Background: an optimization exercise with open tools, aiming at small area, a short achievable clock period and few clock cycles per item. Do not read the settings as production practice.
Only simulation tests tie the RTL to the original design; equivalence was not proved.

==> inputs of ember <==
// winograd_tile
module winograd_tile (
    input  logic         clk,
    input  logic         rst_n,
    input  logic         in_valid,
    input  logic [255:0] tile,     
    input  logic [143:0] kernel,   
    output logic         in_ready,
    output logic         out_valid,
    output logic [63:0]  y         
);
Settings: LEC_CHECK=0, ABC_AREA=1, CAP_MARGIN=25, CORE_MARGIN=2, CORE_UTILIZATION=58, SLEW_MARGIN=20; clock period 10.0 ns.
standard.sh (not shown) runs the stock make flow with config.mk's settings and CLKGATE_MAP_FILE= SYNTH_SCRIPT=/design/flow/synth_recipe.tcl, a recipe that flattens the netlist after the stock synthesis.
==> flow/flow/run.sh <==
#!/bin/bash
set -e
cd "$(dirname "$0")/.."
export SETUP_SLACK_MARGIN=6.3
export BUFFER_PORTS_ARGS="-buffer_cell sky130_fd_sc_hd__buf_2"
bash standard.sh > standard.log 2>&1
==> lagoon: changes against ember <==
==> flow/flow/run.sh (replaced) <==
#!/bin/bash
set -e
cd "$(dirname "$0")/.."
export SETUP_SLACK_MARGIN=6.25
export BUFFER_PORTS_ARGS="-buffer_cell sky130_fd_sc_hd__buf_2"
bash standard.sh > standard.log 2>&1
--- a/flow/config.mk
+++ b/flow/config.mk
@@ -8,5 +8,5 @@
 export ABC_AREA = 1
 export CAP_MARGIN = 25
 export CORE_MARGIN = 2
-export CORE_UTILIZATION = 58
+export CORE_UTILIZATION = 65
 export SLEW_MARGIN = 20
==> raven: changes against ember <==
--- a/flow/config.mk
+++ b/flow/config.mk
@@ -8,5 +8,5 @@
 export ABC_AREA = 1
 export CAP_MARGIN = 25
 export CORE_MARGIN = 2
-export CORE_UTILIZATION = 58
+export CORE_UTILIZATION = 50
 export SLEW_MARGIN = 20
==> notes.md <==
lagoon passed the timing, design-rule and antenna checks. ember went through all stages and came out clean. raven produced a clean layout.
In flip-flop and latch count, lagoon and ember do not differ.
The lowest global-route usage belongs to raven, the highest to lagoon.
Worst setup slack: lagoon is worse than raven (0.28 ns).
Critical path depth: raven > lagoon > ember.
Against raven, the clock-buffer cell count of ember is lower by 4.
The highest register-to-register slack belongs to raven, the lowest to lagoon.
Of lagoon and raven, lagoon has the higher first-iteration DRC count (gap 27%, measured against raven).
Hold slack, lowest first: lagoon, raven, ember.
Testbench counts of ember, summed over its fixed seeds: cycles 8,040, items 8,000.
Testbench counts of lagoon, summed over its fixed seeds: cycles 8,040, items 8,000.
Testbench counts of raven, summed over its fixed seeds: cycles 8,040, items 8,000.

========
==> cedar: inputs <==
Starting RTL as in the previous note.
Settings: LEC_CHECK=0, ABC_AREA=1, CAP_MARGIN=25, CORE_MARGIN=2, CORE_UTILIZATION=54, SLEW_MARGIN=20; clock period 10.0 ns.
==> flow/flow/run.sh <==
#!/bin/bash
# The standard layout (standard.sh), with three changes to how it is made
# (constraints and synthesis are unchanged):
#  1. After the standard synthesis, flow/invpush.py removes inverters around
#     the full-adder cells (FA(~a,~b,~c) = ~FA(a,b,c)); registers and ports
#     are untouched; then a gate followed
#     by an inverter becomes the complementary gate (xor2 <-> xnor2,
#     nand2 -> and2, nor2 -> or2), and half adders fed through
#     inverters become xor2/nor2 or xnor2/nor2b pairs.
#  2. Timing repair is asked to leave more setup slack than the 10 ns clock
#     needs, so that it speeds up the critical paths.
#  3. Every port is still buffered, with a plain buf_2 instead of the delay
#     cell that buffer_ports picks by default.
set -euo pipefail
cd "$(dirname "$0")/.."
export SETUP_SLACK_MARGIN=6.3
export BUFFER_PORTS_ARGS="-buffer_cell sky130_fd_sc_hd__buf_2"
R="$(pwd)/orfs/results/sky130hd/winograd_tile/base"
bash standard.sh synth > synth.log 2>&1
cp "$R/1_2_yosys.v" ./1_2_yosys_standard.v
python3 flow/invpush.py ./1_2_yosys_standard.v "$R/1_2_yosys.v" > invpush.log 2>&1
rm -f "$R/1_synth.odb" "$R/1_synth.sdc"
bash standard.sh > standard.log 2>&1
Other scripts of this flow, unchanged in this note and not shown: flow/flow/invpush.py
==> xenon: changes against cedar <==
--- a/flow/config.mk
+++ b/flow/config.mk
@@ -8,5 +8,5 @@
 export ABC_AREA = 1
 export CAP_MARGIN = 25
 export CORE_MARGIN = 2
-export CORE_UTILIZATION = 54
+export CORE_UTILIZATION = 58
 export SLEW_MARGIN = 20
==> notes.md <==
                                                                 xenon          cedar
Number of non-clock buffers                                          822            843
Worst path arrival time                                          4.46 ns        4.49 ns
Crit path launch type                                          flip-flop  primary input
Post-route cell area                                           0.182 mm²      0.183 mm²
Clk_skew                                                       0.0690 ns      0.0520 ns
Max Clk Rate                                                     273 MHz        272 MHz
Setup Slack @ Placement                                          5.24 ns        5.25 ns
Routability-driven placement congestion ratio                       1.11           1.04
Non-clock inverter count                                           2,457          2,459
HPWL after DPL                                                532,000 µm     545,000 µm
Maximum number of pins on one net before global-route repair          45             31
Status                                          timing/DRC/antenna clean  timing/DRC/antenna clean
Testbench counts of cedar, summed over its fixed seeds: cycles 8,040, items 8,000.
Testbench counts of xenon, summed over its fixed seeds: cycles 8,040, items 8,000.

========
==> job 1250 <==
Starting RTL as in the previous note.
## winograd_tile
module winograd_tile (
    input  logic         clk,
    input  logic         rst_n,
    input  logic         in_valid,
    input  logic [255:0] tile,     
    input  logic [143:0] kernel,   
    output logic         in_ready,
    output logic         out_valid,
    output logic [63:0]  y         
);
    logic [0:3][0:3][15:0] d_arr;
    logic [0:2][0:2][15:0] g_arr;
    logic [0:1][0:1][15:0] y_c, y_r;
    genvar i, j;
    generate
        for (i = 0; i < 4; i++) begin : g_d_r
            for (j = 0; j < 4; j++) begin : g_d_c
                assign d_arr[i][j] = tile[(4*i+j)*16 +: 16];
            end
        end
        for (i = 0; i < 3; i++) begin : g_g_r
            for (j = 0; j < 3; j++) begin : g_g_c
                assign g_arr[i][j] = kernel[(3*i+j)*16 +: 16];
            end
        end
        for (i = 0; i < 2; i++) begin : g_y_r
            for (j = 0; j < 2; j++) begin : g_y_c
                assign y[(2*i+j)*16 +: 16] = y_r[i][j];
            end
        end
    endgenerate
    logic [0:3][0:3][15:0] D_c, D_r;
    logic [0:1][0:2][15:0] w_c;
    logic [0:3][0:2][15:0] W_r;
    generate
        for (j = 0; j < 4; j++) begin : g_dt
            assign D_c[0][j] = d_arr[0][j] - d_arr[2][j];
            assign D_c[1][j] = d_arr[1][j] + d_arr[2][j];
            assign D_c[2][j] = d_arr[2][j] - d_arr[1][j];
            assign D_c[3][j] = d_arr[1][j] - d_arr[3][j];
        end
        for (j = 0; j < 3; j++) begin : g_w
            wire signed [17:0] sp = $signed(g_arr[0][j]) + $signed(g_arr[1][j]) + $signed(g_arr[2][j]);
            wire signed [17:0] sm = $signed(g_arr[0][j]) - $signed(g_arr[1][j]) + $signed(g_arr[2][j]);
            assign w_c[0][j] = sp[16:1];
            assign w_c[1][j] = sm[16:1];
        end
    endgenerate
    always_ff @(posedge clk) begin
        D_r <= D_c;
        W_r <= {g_arr[0], w_c[0], w_c[1], g_arr[2]};
    end
    logic [0:3][0:3][15:0] I_c, F_c, F_r;
    generate
  ...
==> flow/config.mk <==
export PLATFORM = sky130hd
export DESIGN_NAME = winograd_tile
export DESIGN_NICKNAME = winograd_tile
export VERILOG_FILES = /design/flow/design.v
export SDC_FILE = /design/flow/constraint.sdc
export NUM_CORES = 4
export LEC_CHECK = 0
export ABC_AREA = 1
export CAP_MARGIN = 25
export CORE_MARGIN = 2
export CORE_UTILIZATION = 58
export SLEW_MARGIN = 20
==> flow/constraint.sdc <==
create_clock -name core_clock -period 10.0 [get_ports {clk}]
set_input_delay 2.0000 -clock core_clock [delete_from_list [all_inputs] [get_ports {clk}]]
set_output_delay 2.0000 -clock core_clock [all_outputs]
set_load 0.01 [all_outputs]
==> flow/flow/run.sh <==
#!/bin/bash
# The standard layout (standard.sh), with three changes to how it is made
# (constraints and synthesis are unchanged):
#  1. After the standard synthesis, flow/invpush.py removes inverters around
#     the full-adder cells (FA(~a,~b,~c) = ~FA(a,b,c)); registers and ports
#     are untouched, only inverters are added or removed.
#  2. Timing repair is asked to leave more setup slack than the 10 ns clock
#     needs, so that it speeds up the critical paths.
#  3. Every port is still buffered, with a plain buf_2 instead of the delay
#     cell that buffer_ports picks by default.
set -euo pipefail
cd "$(dirname "$0")/.."
export SETUP_SLACK_MARGIN=6.3
export BUFFER_PORTS_ARGS="-buffer_cell sky130_fd_sc_hd__buf_2"
R="$(pwd)/orfs/results/sky130hd/winograd_tile/base"
bash standard.sh synth > synth.log 2>&1
cp "$R/1_2_yosys.v" ./1_2_yosys_standard.v
python3 flow/invpush.py ./1_2_yosys_standard.v "$R/1_2_yosys.v" > invpush.log 2>&1
rm -f "$R/1_synth.odb" "$R/1_synth.sdc"
bash standard.sh > standard.log 2>&1
==> flow/flow/invpush.py <==
#!/usr/bin/env python3
"""Removes inverters around full-adder cells of a flat netlist.

A full adder with all three inputs inverted gives both outputs inverted:
FA(~a,~b,~c) = (~s, ~co).  Where most of an fa cell's inputs come through
inverters, the cell is flipped: it takes the inverters' inputs instead, and
inverters that only served to undo its outputs are dropped; any pin that still
needs the other polarity gets an inverter.  Registers and ports are untouched.
Usage: invpush.py IN.v OUT.v"""
import re, sys

src = open(sys.argv[1]).read()
cell_re = re.compile(r'^  (sky130_fd_sc_hd__\w+) (\S+ ?) \(\n(.*?)\n  \);\n', re.S | re.M)
pin_re = re.compile(r'\.(\w+)\((.*?)\)(?:,|$)', re.M)
first = cell_re.search(src)
header = src[:first.start()]
tail_start = None
cells = {}
order = []
pos = first.start()
for m in cell_re.finditer(src):
    assert m.start() == pos, "unexpected netlist text at %d" % pos
    pos = m.end()
    typ, name, body = m.group(1), m.group(2).strip(), m.group(3)
    pins = {}
    for line in body.split('\n'):
        pm = re.match(r'\s*\.(\w+)\((.*)\),?\s*$', line)
        assert pm, line
        pins[pm.group(1)] = pm.group(2).strip()
    cells[name] = [typ, pins]
    order.append(name)
footer = src[pos:]
assert footer.strip() == 'endmodule', footer[:200]

ports = set()
for m in re.finditer(r'^\s*(input|output)\s+(?:\[(\d+):(\d+)\]\s+)?(\S+);', header, re.M):
    if m.group(2):
        for i in range(int(m.group(3)), int(m.group(2)) + 1):
            ports.add(f"{m.group(4)}[{i}]")
    else:
        ports.add(m.group(4))

OUTPINS = {'X', 'Y', 'Q', 'Q_N', 'SUM', 'COUT', 'HI', 'LO'}
def is_inv(t): return re.match(r'sky130_fd_sc_hd__(clk)?inv_\d+$', t) is not None
def is_fa(t): return re.match(r'sky130_fd_sc_hd__fa_\d+$', t) is not None
def is_const(n): return "'" in n

driver, sinks = {}, {}
def add_sink(n, c, p): sinks.setdefault(n, []).append((c, p))
def del_sink(n, c, p): sinks[n].remove((c, p))
for name in order:
    typ, pins = cells[name]
    for p, n in pins.items():
        if p in OUTPINS: driver[n] = (name, p)
        else: add_sink(n, name, p)

counter = [0]
new_wires = []
def fresh_net():
    counter[0] += 1
    n = f"_ipn{counter[0]}_"
    new_wires.append(n)
    return n
def fresh_cell():
    counter[0] += 1
    return f"_ipc{counter[0]}_"

def inv_driver(n):
    d = driver.get(n)
    if d and is_inv(cells[d[0]][0]): return d[0]
    return None
def inv_sink(n):
    for (c, p) in sinks.get(n, []):
        if c in cells and is_inv(cells[c][0]) and cells[c][1]['Y'] not in ports:
            return c
    return None

def gain(f):
    typ, pins = cells[f]
    g = 0
    ins = [pins['A'], pins['B'], pins['CIN']]
    if any(is_const(n) for n in ins): return -99
    for n in ins:
        i = inv_driver(n)
        if i is not None:
            if len(sinks[n]) == 1 and n not in ports: g += 1
        elif inv_sink(n) is None:
            g -= 1
    for p in ('SUM', 'COUT'):
        n = pins[p]
        other = 0
        for (c, q) in sinks.get(n, []):
            if is_inv(cells[c][0]) and cells[c][1]['Y'] not in ports: g += 1
            else: other += 1
        if other or n in ports: g -= 1
    return g

def new_inv(a, y):
    c = fresh_cell()
    cells[c] = ['sky130_fd_sc_hd__inv_1', {'A': a, 'Y': y}]
    order.append(c)
    add_sink(a, c, 'A')
    driver[y] = (c, 'Y')
    return c

def remove_cell(c):
    typ, pins = cells[c]
    for p, n in pins.items():
        if p in OUTPINS: driver.pop(n, None)
        else: del_sink(n, c, p)
    del cells[c]

def reconnect(c, p, n_new):
    n_old = cells[c][1][p]
    del_sink(n_old, c, p)
    cells[c][1][p] = n_new
    add_sink(n_new, c, p)

def flip(f):
    typ, pins = cells[f]
    for p in ('A', 'B', 'CIN'):
        n = pins[p]
        i = inv_driver(n)
        if i is not None:
            x = cells[i][1]['A']
            reconnect(f, p, x)
            if not sinks[n] and n not in ports:
                remove_cell(i)
        else:
            j = inv_sink(n)
            if j is not None:
                reconnect(f, p, cells[j][1]['Y'])
            else:
                y = fresh_net()
                new_inv(n, y)
                reconnect(f, p, y)
    for p in ('SUM', 'COUT'):
        n = pins[p]
        m = fresh_net()
        driver.pop(n, None)
        pins[p] = m
        driver[m] = (f, p)
        for (c, q) in list(sinks.get(n, [])):
            if c in cells and is_inv(cells[c][0]) and cells[c][1]['Y'] not in ports:
                o = cells[c][1]['Y']
                remove_cell(c)
                for (c2, q2) in list(sinks.get(o, [])):
                    reconnect(c2, q2, m)
        if sinks.get(n) or n in ports:
            new_inv(m, n)

before = sum(1 for c in cells.values() if is_inv(c[0]))
for it in range(20):
    changed = 0
    for f in list(order):
        if f in cells and is_fa(cells[f][0]) and gain(f) > 0:
            flip(f)
            changed += 1
    if not changed: break
after = sum(1 for c in cells.values() if is_inv(c[0]))
print(f"invpush: inverters {before} -> {after}", file=sys.stderr)

def fmt(n): return n + ' ' if n.startswith('\\') else n
out = [header]
for w in new_wires:
    if w in driver or w in sinks:
        out.append(f"  wire {w};\n")
for name in order:
    if name not in cells: continue
    typ, pins = cells[name]
    body = ",\n".join(f"    .{p}({fmt(n)})" for p, n in pins.items())
    out.append(f"  {typ} {fmt(name)} (\n{body}\n  );\n")
out.append(footer)
open(sys.argv[2], 'w').write("".join(out))
==> inputs of job 9311, as changes to job 1250 <==
--- a/flow/flow/run.sh
+++ b/flow/flow/run.sh
@@ -4,5 +4,8 @@
 #  1. After the standard synthesis, flow/invpush.py removes inverters around
 #     the full-adder cells (FA(~a,~b,~c) = ~FA(a,b,c)); registers and ports
-#     are untouched, only inverters are added or removed.
+#     are untouched; then a gate followed
+#     by an inverter becomes the complementary gate (xor2 <-> xnor2,
+#     nand2 -> and2, nor2 -> or2), and half adders fed through
+#     inverters become xor2/nor2 or xnor2/nor2b pairs.
 #  2. Timing repair is asked to leave more setup slack than the 10 ns clock
 #     needs, so that it speeds up the critical paths.
@@ -11,5 +14,5 @@
 set -euo pipefail
 cd "$(dirname "$0")/.."
-export SETUP_SLACK_MARGIN=6.3
+export SETUP_SLACK_MARGIN=6.4
 export BUFFER_PORTS_ARGS="-buffer_cell sky130_fd_sc_hd__buf_2"
 R="$(pwd)/orfs/results/sky130hd/winograd_tile/base"
--- a/flow/flow/invpush.py
+++ b/flow/flow/invpush.py
@@ -6,5 +6,8 @@
 inverters, the cell is flipped: it takes the inverters' inputs instead, and
 inverters that only served to undo its outputs are dropped; any pin that still
-needs the other polarity gets an inverter.  Registers and ports are untouched.
+needs the other polarity gets an inverter.  Registers and ports are untouched.  Then a gate driving only an inverter
+becomes the complementary gate (xor2/xnor2, nand2 -> and2, nor2 -> or2),
+and inverter pairs are removed.  Half adders fed through inverters become
+xor2/nor2 or xnor2/nor2b pairs.
 Usage: invpush.py IN.v OUT.v"""
 import re, sys
@@ -158,4 +161,74 @@
             changed += 1
     if not changed: break
+# Peepholes: gate + inverter -> complementary gate; inverter pairs.
+SWAP = {
+    'sky130_fd_sc_hd__xor2_1': ('sky130_fd_sc_hd__xnor2_1', 'X', 'Y'),
+    'sky130_fd_sc_hd__xnor2_1': ('sky130_fd_sc_hd__xor2_1', 'Y', 'X'),
+    'sky130_fd_sc_hd__nand2_1': ('sky130_fd_sc_hd__and2_1', 'Y', 'X'),
+    'sky130_fd_sc_hd__nor2_1': ('sky130_fd_sc_hd__or2_1', 'Y', 'X'),
+}
+peep = 0
+for i in list(order):
+    if i not in cells or not is_inv(cells[i][0]): continue
+    n, o = cells[i][1]['A'], cells[i][1]['Y']
+    if n in ports or o in ports: continue
+    d = driver.get(n)
+    if d is None or len(sinks.get(n, [])) != 1: continue
+    dc = d[0]
+    if cells[dc][0] in SWAP:
+        nt, op, np_ = SWAP[cells[dc][0]]
+        remove_cell(i)
+        pins = cells[dc][1]
+        driver.pop(n, None)
+        del pins[op]
+        pins[np_] = o
+        cells[dc][0] = nt
+        driver[o] = (dc, np_)
+        peep += 1
+    elif is_inv(cells[dc][0]) and cells[dc][1]['A'] not in ports:
+        x = cells[dc][1]['A']
+        remove_cell(i)
+        for (c2, q2) in list(sinks.get(o, [])):
+            reconnect(c2, q2, x)
+        if not sinks.get(n): remove_cell(dc)
+        peep += 1
+# Half adders fed through inverters: HA(~a,~b) = (xor2(a,b), nor2(a,b));
+# HA(a,~b) = (xnor2(a,b), nor2b(A=b, B_N=a)).
+def single_inv(n):
+    i = inv_driver(n)
+    if i is None or n in ports or len(sinks.get(n, [])) != 1: return None
+    if cells[i][1]['A'] in ports: return None
+    return i
+def is_ha(t): return t == 'sky130_fd_sc_hd__ha_1'
+def add_cell(typ, pins):
+    c = fresh_cell()
+    cells[c] = [typ, pins]
+    order.append(c)
+    for p, n in pins.items():
+        if p in OUTPINS: driver[n] = (c, p)
+        else: add_sink(n, c, p)
+hap = 0
+for h in list(order):
+    if h not in cells or not is_ha(cells[h][0]): continue
+    pins = cells[h][1]
+    a, b, so, co = pins['A'], pins['B'], pins['SUM'], pins['COUT']
+    if is_const(a) or is_const(b) or a == b: continue
+    ia, ib = single_inv(a), single_inv(b)
+    if ia is None and ib is None: continue
+    remove_cell(h)
+    if ia is not None and ib is not None:
+        xa, xb = cells[ia][1]['A'], cells[ib][1]['A']
+        remove_cell(ia); remove_cell(ib)
+        add_cell('sky130_fd_sc_hd__xor2_1', {'A': xa, 'B': xb, 'X': so})
+        add_cell('sky130_fd_sc_hd__nor2_1', {'A': xa, 'B': xb, 'Y': co})
+    else:
+        if ia is not None:   # make b the inverted one
+            a, b, ia, ib = b, a, None, ia
+        xb = cells[ib][1]['A']
+        remove_cell(ib)
+        add_cell('sky130_fd_sc_hd__xnor2_1', {'A': a, 'B': xb, 'Y': so})
+        add_cell('sky130_fd_sc_hd__nor2b_1', {'A': xb, 'B_N': a, 'Y': co})
+    hap += 1
+print(f"invpush: peepholes {peep}, half adders {hap}", file=sys.stderr)
 after = sum(1 for c in cells.values() if is_inv(c[0]))
 print(f"invpush: inverters {before} -> {after}", file=sys.stderr)
==> flow_metrics.tcl <==
set metrics [dict create \
    status "timing/DRC/antenna clean" \
    setup_ws_ps 6360 \
    relSlewSlack_pct 17.3 \
    fin_nets 22000 \
    mappedNetlistArea_um2 165000 \
    coreArea_um2 284000 \
    crit_start "D_r[161]" \
]
That was job 9311.
==> flow_metrics.tcl <==
set metrics [dict create \
    fin_nets 22500 \
    worstReg2RegStart "I_r[249]" \
    via_per_inst 5.87 \
    crit_start "I_r[249]" \
    setup_ws_ps 6300 \
    mappedNetlistArea_um2 166000 \
    status "timing/DRC/antenna clean" \
    coreArea_um2 285000 \
]
That was job 1250.
Testbench counts of job 1250, summed over its fixed seeds: cycles 8,040, items 8,000.
Testbench counts of job 9311, summed over its fixed seeds: cycles 8,040, items 8,000.

## static timing again, ports no longer ideal
How much do the figures lean on ideal ports? The routed layouts below were timed once more, with nothing changed but the port constraints.
Step 1 sets driving cells, clkbuf_16 on the clock port and buf_2 on the other inputs (assumed; they add their load-dependent delay and slew).
Step 2 times the ports against the registers' clock, not the clock port: input delays grow and output delays shrink by t, the midpoint of the rising clock arrivals with the driver on.
Slacks: no drivers / after step 1 / after step 2; pairs: no drivers / after step 1.
| run | t, ns | setup slack, ns | worst register clock-pin slew, ns |
|---|---|---|---|
| ember | 1.028 | 6.233 / 6.233 / 5.367 | 0.08 / 0.08 |
| lagoon | 1.051 | 5.997 / 5.997 / 5.410 | 0.08 / 0.08 |
| raven | 1.067 | 6.280 / 6.280 / 5.394 | 0.07 / 0.07 |
| cedar | 1.042 | 6.318 / 6.342 / 5.319 | 0.08 / 0.08 |
| xenon | 1.038 | 6.334 / 6.334 / 5.441 | 0.08 / 0.08 |
| job 1250 | 1.051 | 6.300 / 6.300 / 5.308 | 0.07 / 0.07 |
| job 9311 | 1.036 | 6.356 / 6.356 / 5.553 | 0.07 / 0.07 |
After both steps every run listed still meets setup and hold. The setup slack of cedar, which loses most, moves by +0.024 ns with the drivers and by -0.999 ns with both steps.
